This design comes from an exercise in tuning for small area on the open sky130 flow, not from production work. Only simulation tests tie the RTL to the original design; equivalence was not proved.

==> run a <==
## Life
module Life(
  input        clock,
  input        reset,
  output       io_state_0_0,
  output       io_state_0_1,
  output       io_state_0_2,
  output       io_state_0_3,
  output       io_state_0_4,
  output       io_state_0_5,
  output       io_state_0_6,
  output       io_state_0_7,
  output       io_state_0_8,
  output       io_state_0_9,
  output       io_state_0_10,
  output       io_state_0_11,
  output       io_state_1_0,
  output       io_state_1_1,
  output       io_state_1_2,
  output       io_state_1_3,
  output       io_state_1_4,
  output       io_state_1_5,
  output       io_state_1_6,
  output       io_state_1_7,
  output       io_state_1_8,
  output       io_state_1_9,
  output       io_state_1_10,
  output       io_state_1_11,
  output       io_state_2_0,
  output       io_state_2_1,
  output       io_state_2_2,
  output       io_state_2_3,
  output       io_state_2_4,
  output       io_state_2_5,
  output       io_state_2_6,
  output       io_state_2_7,
  output       io_state_2_8,
  output       io_state_2_9,
  output       io_state_2_10,
  output       io_state_2_11,
  output       io_state_3_0,
  output       io_state_3_1,
  output       io_state_3_2,
  output       io_state_3_3,
  output       io_state_3_4,
  output       io_state_3_5,
  output       io_state_3_6,
  output       io_state_3_7,
  output       io_state_3_8,
  output       io_state_3_9,
  output       io_state_3_10,
  output       io_state_3_11,
  output       io_state_4_0,
  output       io_state_4_1,
  output       io_state_4_2,
  output       io_state_4_3,
  output       io_state_4_4,
  ...
==> module LifeNext, before the edit <==
module LifeNext(input q0, input q1, input q2, input h0, input h1, input alive, input sel, input wv, output d);
  wire [3:0] n = {1'b0, q2, q1, q0} + {2'b0, h1, h0};
  assign d = sel ? wv : ((n == 4'd3) | (alive & (n == 4'd4)));
endmodule
clock: 5.0 ns
lec_check: 0
cap_margin: 20
core_margin: 2
core_utilization: 40
slew_margin: 20
standard.sh (not shown) runs the stock make flow with config.mk's settings and CLKGATE_MAP_FILE= SYNTH_SCRIPT=/design/flow/synth_recipe.tcl, a recipe that flattens the netlist after the stock synthesis.
==> flow/flow/run.sh <==
#!/bin/bash
# Own layout flow: the standard flow (standard.sh) with three changes:
#  - synthesis: synth_recipe.tcl with an area-oriented ABC script (flow/area.abc) for every module,
#    and Yosys's full-adder extraction limited to the adder modules (LifeFA, LifeQ), so that the
#    next-state logic (LifeNext) is mapped by ABC as a whole; hierarchy kept during synthesis and
#    flattened at its end, as synth_recipe.tcl does;
#  - port buffers: sky130_fd_sc_hd__buf_1 on every input and output port;
#  - clock tree: no dummy loads, small clock buffers.
# Each tool's output goes to ORFS's logs under orfs/logs/, make's to run_make.log.
set -euo pipefail
W=$(pwd)
export MY_WORK="$W"
export MY_ABC_SCRIPT="$W/flow/area.abc"
export MY_FA_MODULES="LifeFA LifeQ"
bash standard.sh "SYNTH_SCRIPT=$W/flow/synth.tcl" SYNTH_HIERARCHICAL=1 SYNTH_MINIMUM_KEEP_SIZE=0 \
  "BUFFER_PORTS_ARGS=-buffer_cell sky130_fd_sc_hd__buf_1" \
  "CTS_ARGS=-sink_clustering_enable -repair_clock_nets -dont_use_dummy_load -buf_list sky130_fd_sc_hd__clkbuf_8" \
  finish > "$W/run_make.log" 2>&1
==> flow/flow/area.abc <==
strash
&get -n
&deepsyn -T 10
&put
dch -f
map -a
topo
==> flow/flow/synth.tcl <==
# synth_recipe.tcl with two changes: ABC runs flow/area.abc (no delay target), and extract_fa
# works only on the modules named in MY_FA_MODULES.
proc abc {args} {
  set i [lsearch -exact $args -script]
  if { $i >= 0 } { lset args [expr {$i + 1}] $::env(MY_ABC_SCRIPT) }
  set j [lsearch -exact $args -D]
  if { $j >= 0 } { set args [lreplace $args $j [expr {$j + 1}]] }
  yosys abc {*}$args
}
proc extract_fa {args} {
  yosys extract_fa {*}$args {*}$::env(MY_FA_MODULES)
}
source $::env(MY_WORK)/synth_recipe.tcl
==> run b (differences from run a) <==
--- a/flow/design.v
+++ b/flow/design.v
@@ -9,6 +9,13 @@
 endmodule
 module LifeNext(input q0, input q1, input q2, input h0, input h1, input alive, input sel, input wv, output d);
-  wire [3:0] n = {1'b0, q2, q1, q0} + {2'b0, h1, h0};
-  assign d = sel ? wv : ((n == 4'd3) | (alive & (n == 4'd4)));
+  reg n3, n4;  
+  always @(*) begin
+    case ({q2, q1, q0, h1, h0})
+      5'b011_00, 5'b010_01, 5'b001_10, 5'b000_11: {n3, n4} = 2'b10;
+      5'b100_00, 5'b011_01, 5'b010_10, 5'b001_11: {n3, n4} = 2'b01;
+      default: {n3, n4} = 2'b00;
+    endcase
+  end
+  assign d = sel ? wv : (n3 | (alive & n4));
 endmodule
 module Life(
==> flow/run.sh (new file) <==
#!/bin/bash
# synth_recipe.tcl (not shown) runs the flow's synth.tcl, then flattens the netlist and writes it again
# the make line also repeats each setting of config.mk as NAME=value (left out here)
make -C /OpenROAD-flow-scripts/flow DESIGN_CONFIG=/design/flow/config.mk WORK_HOME=/design/flow/orfs CLKGATE_MAP_FILE= SYNTH_SCRIPT=/design/flow/synth_recipe.tcl finish
--- a/flow/config.mk
+++ b/flow/config.mk
@@ -6,6 +6,9 @@
 export NUM_CORES = 4
 export LEC_CHECK = 0
+export ABC_AREA = 1
 export CAP_MARGIN = 20
 export CORE_MARGIN = 2
 export CORE_UTILIZATION = 40
 export SLEW_MARGIN = 20
+export SYNTH_HIERARCHICAL = 1
+export SYNTH_MINIMUM_KEEP_SIZE = 0
removed: flow/flow/run.sh
removed: flow/flow/area.abc
removed: flow/flow/synth.tcl
removed: flow/standard.sh
==> reports/metrics.cfg <==
[place]
placed_area_um2 = 18900
place_inst = 3019

[final_layout]
final_common_cell = a21oi_1

[synthesis]
synth-simple-area-share_pct = 13.7

[global_route]
gr-usage-met2_pct = 44.0

[run_status]
status = finished clean

[worst_setup_path]
r2r_end = st[117]
crit_path_end = st[125]

the above is filed under run a

==> reports/metrics.cfg <==
[run_status]
status = finished clean

[place]
placed_area_um2 = 23900

[worst_setup_path]
r2r_end = st[34]

[final_layout]
final_common_cell = nand2_1

[synthesis]
synth-simple-area-share_pct = 42.9

the above is filed under run b

-- static timing again, ports no longer ideal --
The results above use ideal ports. As a check the final layouts listed here were re-extracted and re-timed, cells and wires unchanged.
Step 1: set_driving_cell puts a clkbuf_16 on clock and a buf_2 on each other input, an assumption about the parent block.
Step 2 moves the port delays by t, midway between the first and last clock arrival at a register: inputs arrive t later, outputs are due t later. That takes back most of the time a late clock gives input paths.
a / b / c = ideal ports / drivers / drivers and shift; a / b = the first two.
| run | t (ns) | setup slack, ns | worst hold slack (ns) | slew at the worst register clock pin (ns) | worst data-port slew with drivers (ns) |
|---|---|---|---|---|---|
| run a | 0.613 | 0.939 / 0.967 / 0.353 | 0.559 / 0.559 / 0.559 | 0.10 / 0.10 | 0.11 |
| run b | 0.558 | 1.435 / 1.468 / 0.910 | 0.637 / 0.637 / 0.637 | 0.07 / 0.07 | 0.03 |
After both steps every run listed still meets setup and hold. For run a, which loses most, drivers alone change the setup slack by +0.028 ns; drivers and shift together by -0.586 ns.
